What follows belongs to an exercise in optimizing a design on an open flow for small area; a production flow would make more cautious choices. Only simulation tests tie the RTL to the original design; equivalence was not proved. The clock port is modelled as an ideal driver; clocking choices that lean on that would not hold on a real chip. Power figures rest on the tool's default switching activity, not on a simulated workload.

== job 8597 ==
==> flow/design.v (excerpt) <==
module pwm_in_button (clk, rst, increase_duty_bt, decrease_duty_bt, increase_freq_bt, decrease_freq_bt, pwm_out);
Size: roughly 210 cells after synthesis, roughly 7 I/O pins, ~2300 µm² of cells after synthesis.
Settings: LEC_CHECK=0, CAP_MARGIN=0, CORE_AREA=2.76 2.72 61.64 62.56, DIE_AREA=0 0 64.4 65.28, SLEW_MARGIN=0; clock period 5.0 ns.
standard.sh (not shown) runs the stock make flow with config.mk's settings and CLKGATE_MAP_FILE= SYNTH_SCRIPT=/design/flow/synth_recipe.tcl, a recipe that flattens the netlist after the stock synthesis.
==> flow/flow/run.sh <==
#!/bin/bash
# Own layout flow: the standard synthesis, then an area-oriented re-mapping of
# its combinational logic (flip-flops kept as the standard synthesis made them,
# and the result proven equal to it), then the standard layout steps with the
# smallest port buffers and a one-level clock tree (cts_pre.tcl: three clock
# buffers fed from the clock port, each driving a third of the flip-flops;
# TritonCTS is told to skip those nets).
set -euo pipefail
W=$(pwd)
F=$W/flow
R=$W/orfs/results/$FLOW_PLATFORM/pwm_in_button/base
LIB=$FLOW_HOME/platforms/$FLOW_PLATFORM/lib/sky130_fd_sc_hd__tt_025C_1v80.lib

# 1. standard synthesis
bash standard.sh synth > $W/log_synth.txt 2>&1
cp $R/1_2_yosys.v $W/netlist_standard.v

# 2. re-map the combinational logic for area. Round 0 tries a plain ABC
#    mapping and &deepsyn with several seeds on the standard netlist; each later
#    round starts &deepsyn again from the best netlist so far. A candidate is
#    kept only if it is smaller and proven equal to the standard netlist.
NF='&dch,-f;&nf,-R,1000;&put'
best=$W/netlist_standard.v
best_area=$(awk '/Chip area/ {print $NF}' $W/orfs/reports/$FLOW_PLATFORM/pwm_in_button/base/synth_stat.txt 2>/dev/null || true)
best_area=${best_area:-1e18}
echo "standard netlist area $best_area" > $W/log_choice.txt
candidate() {  # candidate ID INPUT SCRIPT
  RESYN_LIB=$LIB RESYN_IN=$2 RESYN_OUT=$W/cand_$1.v RESYN_SCRIPT="$3" \
    RESYN_DONT_USE="$(cat $F/dont_use.txt)" timeout 600 yosys -c $F/resyn.tcl > $W/log_resyn_$1.txt 2>&1 || true
}
for round in 0 1 2 3 4; do
  src=$best
  ids=()
  if [[ $round == 0 ]]; then
    candidate r0_plain $src "+strash;&get,-n;$NF;strash;&get,-n;$NF" &
    ids+=(r0_plain)
  fi
  for k in 0 1 2 3 4 5 6 7; do
    s=$((round * 8 + k))
    J=$(( round == 0 ? 50 : 100 ))
    candidate r${round}_s$s $src "+strash;&get,-n;&deepsyn,-J,$J,-S,$s;$NF" &
    ids+=(r${round}_s$s)
    if (( ${#ids[@]} % 4 == 0 )); then wait; fi
  done
  wait
  for id in "${ids[@]}"; do
    out=$W/cand_$id.v
    [[ -f $out.stat ]] || { echo "candidate $id failed" >> $W/log_choice.txt; continue; }
    a=$(awk '/Chip area/ {print $NF}' $out.stat)
    echo "candidate $id area $a" >> $W/log_choice.txt
    if awk -v a="$a" -v b="$best_area" 'BEGIN{exit !(a < b)}'; then
      if bash $F/equiv.sh $LIB $W/netlist_standard.v $out $W/log_equiv_$id.txt; then
        best=$out; best_area=$a
      else
        echo "candidate $id not proven equal" >> $W/log_choice.txt
      fi
    fi
  done
done
if [[ $best != $W/netlist_standard.v ]]; then
  echo "using $best ($best_area)" >> $W/log_choice.txt
  cp $best $R/1_2_yosys.v
  rm -f $R/1_synth.odb $R/1_synth.sdc
  bash standard.sh synth > $W/log_synth_odb.txt 2>&1
else
  echo "keeping the standard netlist" >> $W/log_choice.txt
fi

# 3. the standard layout steps
bash standard.sh \
  "BUFFER_PORTS_ARGS=-buffer_cell sky130_fd_sc_hd__buf_1" \
  "PRE_CTS_TCL=$F/cts_pre.tcl" CLK_GROUPS=3 CLK_BUF_CELL=sky130_fd_sc_hd__clkbuf_8 \
  "CTS_ARGS=-dont_use_dummy_load -buf_list sky130_fd_sc_hd__clkbuf_8" \
  finish > $W/log_layout.txt 2>&1
Other scripts of this flow, unchanged in this note and not shown: flow/flow/cts_pre.tcl, flow/flow/cut.py, flow/flow/dont_use.txt, flow/flow/equiv.sh, flow/flow/resyn.tcl
Every stage of the flow completed for job 8597, and the final layout passed the timing, DRC and antenna checks.
Here is what was changed in the inputs of job 1461 compared with job 8597.
--- a/flow/flow/run.sh
+++ b/flow/flow/run.sh
@@ -5,3 +5 @@
-# smallest port buffers and a one-level clock tree (cts_pre.tcl: three clock
-# buffers fed from the clock port, each driving a third of the flip-flops;
-# TritonCTS is told to skip those nets).
+# smallest port buffers and a clock tree without dummy loads.
@@ -31 +29 @@
-for round in 0 1 2 3 4; do
+for round in 0 1 2; do
@@ -40,2 +38 @@
-    J=$(( round == 0 ? 50 : 100 ))
-    candidate r${round}_s$s $src "+strash;&get,-n;&deepsyn,-J,$J,-S,$s;$NF" &
+    candidate r${round}_s$s $src "+strash;&get,-n;&deepsyn,-J,50,-S,$s;$NF" &
Of job 1461 and job 8597, it is job 1461 that has the higher routed wire length. The worst-case setup slack after placement of job 1461 falls short of that of job 8597 by 0.10 ns. From job 8597 to job 1461 the numbers moved as follows: final area rose 1.1%; HPWL after detailed placement rose about 6%; global-route usage higher. Job 8597 reached the final stage; the timing, DRC and antenna checks on its layout passed. Job 1461 reached the final stage; the timing, DRC and antenna checks on its layout passed. Setup slack of the critical path after layout, job 8597 and job 1461: lower on job 1461.
Relative to job 1461, the following input files were edited for job 3734:
--- a/flow/flow/run.sh
+++ b/flow/flow/run.sh
@@ -29 +29 @@
-for round in 0 1 2; do
+for round in 0 1 2 3 4; do
@@ -38 +38,2 @@
-    candidate r${round}_s$s $src "+strash;&get,-n;&deepsyn,-J,50,-S,$s;$NF" &
+    J=$(( round == 0 ? 50 : 100 ))
+    candidate r${round}_s$s $src "+strash;&get,-n;&deepsyn,-J,$J,-S,$s;$NF" &
==> run notes <==
The final layouts of job 3734 and job 1461 pass the timing, DRC and antenna checks. Job 1461 → job 3734: final cell count without fillers decreased by about 1.1% relative to the old numbers, post-detailed-route via-to-cell ratio went down. Between job 3734 and job 1461, it is job 3734 whose initial core utilization is lower, by 0.71 points. pc[0] as the timing startpoint of the critical path was reported by job 1461, and duty[1] by job 3734. Status: share of final-layout standard cells stronger than drive strength 1 parity (job 1461, job 3734). In job 3734, the area of the mapped netlist came out 1.1% below the value in job 1461. Job 3734 ended up with a lower relative contribution of the clock network to total power than job 1461 did.

[re-timing with driven ports]
How much do the figures lean on ideal ports? The routed layouts below were timed once more, with nothing changed but the port constraints. Step 1, drivers: a clkbuf_16 drives clk and a buf_2 each remaining input, both assumed. Step 2 times the ports against the registers' clock, not the clock port: input delays grow and output delays shrink by t, the midpoint of the rising clock arrivals with the driver on. a / b / c = ideal / step 1 / step 2; a / b = the first two.
| run | t, ns | setup WS [ns] | worst hold slack (ns) | worst setup path after step 2 | pins driven straight from the clock port |
|---|---|---|---|---|---|
| job 8597 | 0.195 | 1.872 / 1.830 / 2.025 | 0.368 / 0.368 / 0.368 | register to output | 3 |
| job 1461 | 0.203 | 1.729 / 1.683 / 1.886 | 0.365 / 0.365 / 0.365 | register to output | 3 |
| job 3734 | 0.195 | 1.872 / 1.830 / 2.025 | 0.368 / 0.368 / 0.368 | register to output | 3 |
After both steps every run listed still meets setup and hold.
